From an optimization exercise on the open Yosys and OpenROAD flow, aimed at small area, a short achievable clock period and few clock cycles per item; shortcuts taken in it are not production practice.
The RTL was checked by simulation tests, not by an equivalence proof against the original design.
Power and IR drop assume default switching activity.

## run 1
==> flow/design.v (excerpt) <==
module mdc (clk, rst_n, start, A, B, out, done);
input clk, rst_n, start;
input [7:0] A, B;
output [7:0] out;
output done;
reg       busy;
reg [6:0] ah, bh;    
reg [2:0] k;
function [2:0] ctz8;
    input [7:0] v;
    begin
        casez (v)
            8'b???????1: ctz8 = 3'd0;
            8'b??????10: ctz8 = 3'd1;
            8'b?????100: ctz8 = 3'd2;
            8'b????1000: ctz8 = 3'd3;
            8'b???10000: ctz8 = 3'd4;
            8'b??100000: ctz8 = 3'd5;
            8'b?1000000: ctz8 = 3'd6;
            default:     ctz8 = 3'd7;
        endcase
    end
endfunction
function [6:0] oddh8;
    input [7:0] v;
    begin
        casez (v)
            8'b???????1: oddh8 = v[7:1];
            8'b??????10: oddh8 = {1'b0, v[7:2]};
            8'b?????100: oddh8 = {2'b0, v[7:3]};
            8'b????1000: oddh8 = {3'b0, v[7:4]};
            8'b???10000: oddh8 = {4'b0, v[7:5]};
            8'b??100000: oddh8 = {5'b0, v[7:6]};
            8'b?1000000: oddh8 = {6'b0, v[7]};
            default:     oddh8 = 7'd0;
        endcase
    end
endfunction
wire [7:0] d  = {1'b0, ah} - {1'b0, bh};
wire       lt = d[7];
wire [6:0] m  = d[7:1] ^ {7{lt}};
reg  [6:0] vh;
always @* begin
    casez (ah ^ bh)
        7'b??????1: vh = m;
        7'b?????10: vh = {1'b0, m[6:1]};
        7'b????100: vh = {2'b0, m[6:2]};
        7'b???1000: vh = {3'b0, m[6:3]};
        7'b??10000: vh = {4'b0, m[6:4]};
        7'b?100000: vh = {5'b0, m[6:5]};
        default:    vh = {6'b0, m[6]};
    endcase
end
wire       fin = (ah == bh) | (ah == 7'd0);
assign done = busy & fin;
assign out  = {ah, 1'b1} << k;
always @(posedge clk or negedge rst_n) begin
    if (!rst_n)
        busy <= 1'b0;
    else
        busy <= start | (busy & ~fin);
end
always @(posedge clk) begin
    if (start) begin
        bh <= oddh8(B);
        ah <= (oddh8(B) == 7'd0) ? 7'd0 : oddh8(A);
        k  <= ctz8(A | B);
    end else begin
        bh <= lt ? ah : bh;
        ah <= vh;
    end
end
endmodule
Settings: LEC_CHECK=0, CAP_MARGIN=20, CORE_MARGIN=2, CORE_UTILIZATION=40, CTS_BUF_LIST=sky130_fd_sc_hd__clkbuf_4, SETUP_SLACK_MARGIN=1.4, SLEW_MARGIN=20, TNS_END_PERCENT=0; clock period 4.0 ns.
standard.sh (not shown) runs the stock make flow with config.mk's settings and CLKGATE_MAP_FILE= SYNTH_SCRIPT=/design/flow/synth_recipe.tcl, a recipe that flattens the netlist after the stock synthesis.
==> flow/flow/run.sh <==
#!/bin/bash
# The standard layout (standard.sh) with two changes:
#  - the port buffers are plain buf_1 cells;
#  - synthesis maps the logic with the ABC script in flow/abc.script instead of
#    ORFS's speed script. Everything else in synthesis (synth_recipe.tcl) is kept.
# Each tool's output goes to the ORFS logs; make's own output goes to standard.log.
set -euo pipefail
W=$(pwd)
export BUFFER_PORTS_ARGS="-buffer_cell sky130_fd_sc_hd__buf_1"
export SETUP_MOVE_SEQUENCE=sizeup,swap
export SKIP_GATE_CLONING=1
export SKIP_LAST_GASP=1
export CTS_ARGS="-root_buf sky130_fd_sc_hd__clkbuf_16 -buf_list sky130_fd_sc_hd__clkbuf_16 -sink_clustering_enable -sink_clustering_size 50 -sink_clustering_max_diameter 500"
export MY_ABC_SCRIPT="$W/flow/abc.script"
{ sed -n 1p synth_recipe.tcl; cat flow/abc_override.tcl; sed -n '2,$p' synth_recipe.tcl; } > synth_own.tcl
sed "s#SYNTH_SCRIPT=[^ ]*#SYNTH_SCRIPT=$W/synth_own.tcl#" standard.sh > standard_own.sh
bash standard_own.sh > standard.log 2>&1
==> flow/flow/abc.script <==
strash
&get -n
&dch -f
&nf -R 1000
&put
strash
&get -n
&dch -f
&nf -R 1000
&put
strash
&get -n
&dch -f
&nf -R 1000
&put
mfs3 -a
topo
stime -c
==> flow/flow/abc_override.tcl <==
# Run ABC with the script in MY_ABC_SCRIPT in place of the one ORFS chose.
proc abc {args} {
  set i [lsearch -exact $args -script]
  if { $i >= 0 } {
    set args [lreplace $args [expr {$i + 1}] [expr {$i + 1}] $::env(MY_ABC_SCRIPT)]
  }
  yosys abc {*}$args
}
Testbench counts of run 1, summed over its fixed seeds: cycles 9,100, items 2,400.
[inputs] run 2 vs run 1
# run 1
export LEC_CHECK = 0
export CAP_MARGIN = 20
export CORE_MARGIN = 2
export CORE_UTILIZATION = 40
export CTS_BUF_LIST = sky130_fd_sc_hd__clkbuf_4
export SETUP_SLACK_MARGIN = 1.4
export SLEW_MARGIN = 20
export TNS_END_PERCENT = 0
create_clock -name core_clock -period 4.0 [get_ports {clk}]
# run 2
export LEC_CHECK = 0
export CAP_MARGIN = 20
export CORE_MARGIN = 2
export CORE_UTILIZATION = 40
export CTS_BUF_LIST = sky130_fd_sc_hd__clkbuf_4
export SLEW_MARGIN = 20
create_clock -name core_clock -period 4.0 [get_ports {clk}]
diff --git a/flow/flow/run.sh b/flow/flow/run.sh
--- a/flow/flow/run.sh
+++ b/flow/flow/run.sh
@@ -8,8 +8,4 @@
 W=$(pwd)
 export BUFFER_PORTS_ARGS="-buffer_cell sky130_fd_sc_hd__buf_1"
-export SETUP_MOVE_SEQUENCE=sizeup,swap
-export SKIP_GATE_CLONING=1
-export SKIP_LAST_GASP=1
-export CTS_ARGS="-root_buf sky130_fd_sc_hd__clkbuf_16 -buf_list sky130_fd_sc_hd__clkbuf_16 -sink_clustering_enable -sink_clustering_size 50 -sink_clustering_max_diameter 500"
 export MY_ABC_SCRIPT="$W/flow/abc.script"
 { sed -n 1p synth_recipe.tcl; cat flow/abc_override.tcl; sed -n '2,$p' synth_recipe.tcl; } > synth_own.tcl
==> flow/flow/abc.script <==
strash
&get -n
&dch
&nf -R 1000
&put
topo
stime -c
==> notes.md <==
- The most common cell after layout, fill and taps aside comes out nand2_1 in one run and nor2_1 in the other, namely in run 1 and run 2 respectively.
- Between run 1 and run 2, the flow reports total power decreasing by more than a quarter.
- Compared with run 1, in run 2 longest individual stage delay on the worst path has increased; non-clock buffer count has increased; number of filler instances in the final layout has increased; initial core utilization has increased.
Relative to run 2, the following input files were edited for run 3:
# run 2
export LEC_CHECK = 0
export CAP_MARGIN = 20
export CORE_MARGIN = 2
export CORE_UTILIZATION = 40
export CTS_BUF_LIST = sky130_fd_sc_hd__clkbuf_4
export SLEW_MARGIN = 20
create_clock -name core_clock -period 4.0 [get_ports {clk}]
# run 3
export LEC_CHECK = 0
export CAP_MARGIN = 20
export CORE_MARGIN = 2
export CORE_UTILIZATION = 40
export CTS_BUF_LIST = sky130_fd_sc_hd__clkbuf_4
export SETUP_SLACK_MARGIN = 1.6
export SLEW_MARGIN = 20
export TNS_END_PERCENT = 0
create_clock -name core_clock -period 4.0 [get_ports {clk}]
diff --git a/flow/flow/run.sh b/flow/flow/run.sh
--- a/flow/flow/run.sh
+++ b/flow/flow/run.sh
@@ -8,4 +8,7 @@
 W=$(pwd)
 export BUFFER_PORTS_ARGS="-buffer_cell sky130_fd_sc_hd__buf_1"
+export SETUP_MOVE_SEQUENCE=sizeup,swap
+export SKIP_GATE_CLONING=1
+export SKIP_LAST_GASP=1
 export MY_ABC_SCRIPT="$W/flow/abc.script"
 { sed -n 1p synth_recipe.tcl; cat flow/abc_override.tcl; sed -n '2,$p' synth_recipe.tcl; } > synth_own.tcl
==> flow/flow/abc.script <==
strash
&get -n
&dch -f
&nf -R 1000
&put
strash
&get -n
&dch -f
&nf -R 1000
&put
strash
&get -n
&dch -f
&nf -R 1000
&put
mfs3 -a
topo
stime -c
## What came out
Between run 2 and run 3, the die extent in x does not differ in any meaningful way. Compound-gate portion of the synthesized area was lower in the run labelled run 3. On wire length after detailed routing, the higher figure sits with run 3, not run 2. | total power | higher: run 3 |. Looking at run 3 and run 2, the post-synthesis share of cell area spent on full adders, half adders and majority gates is a wash. For run 2, the kind of critical path was register to primary output, unlike run 3, where it was register to register. Between run 3 and run 2, the difference in overall die height is negligible. Going from run 2 to run 3, the worst setup slack after layout was found to have gone up by 0.37 ns. Part of the total power dissipated in combinational logic sits higher in run 3 than in run 2. [run 3] setup slack of the worst register-to-register path rose 0.31 ns relative to run 2.
[inputs] run 4 vs run 3
# run 3
export LEC_CHECK = 0
export CAP_MARGIN = 20
export CORE_MARGIN = 2
export CORE_UTILIZATION = 40
export CTS_BUF_LIST = sky130_fd_sc_hd__clkbuf_4
export SETUP_SLACK_MARGIN = 1.6
export SLEW_MARGIN = 20
export TNS_END_PERCENT = 0
create_clock -name core_clock -period 4.0 [get_ports {clk}]
# run 4
export LEC_CHECK = 0
export CAP_MARGIN = 20
export CORE_MARGIN = 2
export CORE_UTILIZATION = 40
export CTS_BUF_LIST = sky130_fd_sc_hd__clkbuf_4
export SETUP_SLACK_MARGIN = 1.4
export SLEW_MARGIN = 20
export TNS_END_PERCENT = 0
create_clock -name core_clock -period 4.0 [get_ports {clk}]
==> flow/flow/abc.script <==
strash
&get -n
&dch -f
&nf -R 1000
&put
strash
&get -n
&dch -f
&nf -R 1000
&put
topo
stime -c
Results
Run 4: sequential share of layout area is 0.31 points higher than what run 3 reported. Run 4 and run 3 ended up with roughly the same worst-path maximum fanout. Non-clock buffer count: run 4 vs run 3 up about 3.7%. On area fraction in and, or, nand and nor cells after synthesis: run 4 sits below run 3.


mdc, a different RTL version from the one above (not shown whole).
Size in the first run: roughly 210 cells after synthesis, roughly 18 flip-flops, about 28 I/O pins, ~1700 sq um of cells after synthesis.
// mdc
module mdc (clk, rst_n, start, A, B, out, done);
input clk, rst_n, start;
input [7:0] A, B;
output [7:0] out;
output done;
reg       busy;
reg [6:0] ah, bh;    
reg [2:0] k;
function [2:0] ctz8;
    input [7:0] v;
    begin
        casez (v)
            8'b???????1: ctz8 = 3'd0;
            8'b??????10: ctz8 = 3'd1;
            8'b?????100: ctz8 = 3'd2;
            8'b????1000: ctz8 = 3'd3;
            8'b???10000: ctz8 = 3'd4;
            8'b??100000: ctz8 = 3'd5;
            8'b?1000000: ctz8 = 3'd6;
            default:     ctz8 = 3'd7;
        endcase
    end
endfunction
function [6:0] oddh8;
    input [7:0] v;
    begin
        casez (v)
            8'b???????1: oddh8 = v[7:1];
            8'b??????10: oddh8 = {1'b0, v[7:2]};
            8'b?????100: oddh8 = {2'b0, v[7:3]};
            8'b????1000: oddh8 = {3'b0, v[7:4]};
            8'b???10000: oddh8 = {4'b0, v[7:5]};
            8'b??100000: oddh8 = {5'b0, v[7:6]};
            8'b?1000000: oddh8 = {6'b0, v[7]};
            default:     oddh8 = 7'd0;
        endcase
    end
endfunction
wire [7:0] d  = {1'b0, ah} - {1'b0, bh};
wire       lt = d[7];
wire [6:0] m  = d[7:1] ^ {7{lt}};
reg  [6:0] vh;
always @* begin
  ...
export LEC_CHECK = 0
export CAP_MARGIN = 20
export CORE_MARGIN = 2
export CORE_UTILIZATION = 40
export CTS_BUF_LIST = sky130_fd_sc_hd__clkbuf_4
export SETUP_SLACK_MARGIN = 1.4
export SLEW_MARGIN = 20
export TNS_END_PERCENT = 0
create_clock -name core_clock -period 4.0 [get_ports {clk}]
==> flow/flow/run.sh <==
#!/bin/bash
# The standard layout (standard.sh), with these changes:
#  - synthesis maps the logic with the area-oriented ABC script in
#    flow/abc.script instead of ORFS's speed script (flow/abc_override.tcl
#    swaps the script; everything else in synth_recipe.tcl is kept);
#  - the port buffers are plain buf_1 cells;
set -euo pipefail
W=$(pwd)
export BUFFER_PORTS_ARGS="-buffer_cell sky130_fd_sc_hd__buf_1"
export SETUP_MOVE_SEQUENCE=sizeup,swap
export SKIP_GATE_CLONING=1
export SKIP_LAST_GASP=1
export MY_ABC_SCRIPT="$W/flow/abc.script"
{ sed -n 1p synth_recipe.tcl; cat flow/abc_override.tcl; sed -n '2,$p' synth_recipe.tcl; } > synth_own.tcl
sed "s#SYNTH_SCRIPT=[^ ]*#SYNTH_SCRIPT=$W/synth_own.tcl#" standard.sh > standard_own.sh
bash standard_own.sh > standard.log 2>&1
==> flow/flow/abc.script <==
strash
&get -n
&dch -f
&nf -R 1000
&put
strash
&get -n
&dch -f
&nf -R 1000
&put
strash
&get -n
&dch -f
&nf -R 1000
&put
mfs3 -a
topo
stime -c
Scripts as last shown in full above: flow/flow/abc_override.tcl
The baseline went through all stages and came out clean.
Testbench counts at the start, summed over its fixed seeds: cycles 9,100, items 2,400.
Change:
--- a/flow/flow/run.sh
+++ b/flow/flow/run.sh
@@ -1,7 +1,7 @@
 #!/bin/bash
-# The standard layout (standard.sh), with these changes:
-#  - synthesis maps the logic with the area-oriented ABC script in
-#    flow/abc.script instead of ORFS's speed script (flow/abc_override.tcl
-#    swaps the script; everything else in synth_recipe.tcl is kept);
+# The standard layout (standard.sh) with two changes:
 #  - the port buffers are plain buf_1 cells;
+#  - synthesis maps the logic with the ABC script in flow/abc.script instead of
+#    ORFS's speed script. Everything else in synthesis (synth_recipe.tcl) is kept.
+# Each tool's output goes to the ORFS logs; make's own output goes to standard.log.
 set -euo pipefail
Settings changed: CELL_PAD_IN_SITES_DETAIL_PLACEMENT set to 0, CELL_PAD_IN_SITES_GLOBAL_PLACEMENT set to 0.
Design area is unchanged.
Register-to-register slack hardly moves.
Clock skew stays the same.
Sequential share of layout area does not change.
Global-route usage does not change.
Change:
--- a/flow/flow/abc.script
+++ b/flow/flow/abc.script
@@ -15,3 +15,2 @@
 &put
-mfs3 -a
 topo
Settings changed: CELL_PAD_IN_SITES_DETAIL_PLACEMENT 0 to not set, CELL_PAD_IN_SITES_GLOBAL_PLACEMENT 0 to not set.
Outcome: Combinational power went down by about 3%. Setup slack loses 0.026 ns. Flip-flop and latch count is unchanged. Cell count goes up by about 0.7%. Via count went up by 3.9%. Die area rises by 0.57%. Worst hold slack is worse by 0.0091 ns. Utilization goes down by 0.28 points. Design area went down by about 0.6%.
Change:
--- a/flow/flow/abc.script
+++ b/flow/flow/abc.script
@@ -15,2 +15,3 @@
 &put
+mfs3 -a
 topo
Settings changed: CELL_PAD_IN_SITES_DETAIL_PLACEMENT set to 0, CELL_PAD_IN_SITES_GLOBAL_PLACEMENT set to 1, PLACE_DENSITY set to 0.7.
Outcome: First-iteration DRC count climbs by 1.7%; combinational power climbs by about 6%; clock power climbs by about 20%.
Change:
--- a/flow/flow/run.sh
+++ b/flow/flow/run.sh
@@ -9,3 +9,3 @@
 export BUFFER_PORTS_ARGS="-buffer_cell sky130_fd_sc_hd__buf_1"
-export SETUP_MOVE_SEQUENCE=sizeup,swap
+export SETUP_MOVE_SEQUENCE=sizeup
 export SKIP_GATE_CLONING=1
Settings changed: CELL_PAD_IN_SITES_DETAIL_PLACEMENT 0 to not set, CELL_PAD_IN_SITES_GLOBAL_PLACEMENT 1 to not set, PLACE_DENSITY 0.7 to not set.
Effect: Synthesized cell count does not change. Worst setup slack gains 0.038 ns. Combinational power hardly moves. Count of clock-buffer cells in the layout falls by 1. Global-route usage goes down by 1.9 points.
Change:
--- a/flow/flow/run.sh
+++ b/flow/flow/run.sh
@@ -9,3 +9,3 @@
 export BUFFER_PORTS_ARGS="-buffer_cell sky130_fd_sc_hd__buf_1"
-export SETUP_MOVE_SEQUENCE=sizeup
+export SETUP_MOVE_SEQUENCE=sizeup,swap
 export SKIP_GATE_CLONING=1
==> flow/flow/abc.script (replaced) <==
strash
&get -n
&dch
&nf -R 1000
&put
topo
stime -c
Clock power is higher by 6.7%.
Non-clock buffer count stays the same.
Global-route usage goes down by 0.65 points.

[separate check: timing with driven ports]
The results above use ideal ports. As a check the final layouts listed here were re-extracted and re-timed, cells and wires unchanged. Step 1 sets driving cells, clkbuf_16 on the clock port and buf_2 on the other inputs (assumed; they add their load-dependent delay and slew). Step 2 moves the port delays by t, midway between the first and last clock arrival at a register: inputs arrive t later, outputs are due t later. That takes back most of the time a late clock gives input paths. Three values: ideal ports, drivers, drivers and shift; two values: the first two.
| run | shift t [ns] | setup WS [ns] | worst setup path after step 2 | clock arrival spread, ns | cell pins on the clock port's net |
|---|---|---|---|---|---|
| run 1 | 0.274 | 1.457 / 1.429 / 1.340 | input to register | 0.000 / 0.000 | 1 |
| run 2 | 0.316 | 0.997 / 0.974 / 1.060 | register to register | 0.014 / 0.014 | 1 |
| run 3 | 0.298 | 1.368 / 1.368 / 1.273 | input to register | 0.012 / 0.013 | 1 |
| run 4 | 0.305 | 1.375 / 1.371 / 1.144 | input to register | 0.012 / 0.012 | 1 |
| the first run of note 2 | 0.303 | 1.441 / 1.417 / 1.260 | input to register | 0.006 / 0.005 | 1 |
| the second run of note 2 | 0.303 | 1.441 / 1.417 / 1.260 | input to register | 0.006 / 0.005 | 1 |
| the third run of note 2 | 0.309 | 1.415 / 1.393 / 1.238 | input to register | 0.003 / 0.003 | 1 |
| the fourth run of note 2 | 0.329 | 1.402 / 1.381 / 1.210 | input to register | 0.002 / 0.002 | 1 |
| the fifth run of note 2 | 0.304 | 1.441 / 1.416 / 1.246 | input to register | 0.003 / 0.004 | 1 |
| the sixth run of note 2 | 0.311 | 1.445 / 1.424 / 1.250 | input to register | 0.014 / 0.014 | 1 |
After both steps setup and hold are still met in every run listed. The setup slack of run 4, which loses most, moves by -0.004 ns with the drivers and by -0.231 ns with both steps.
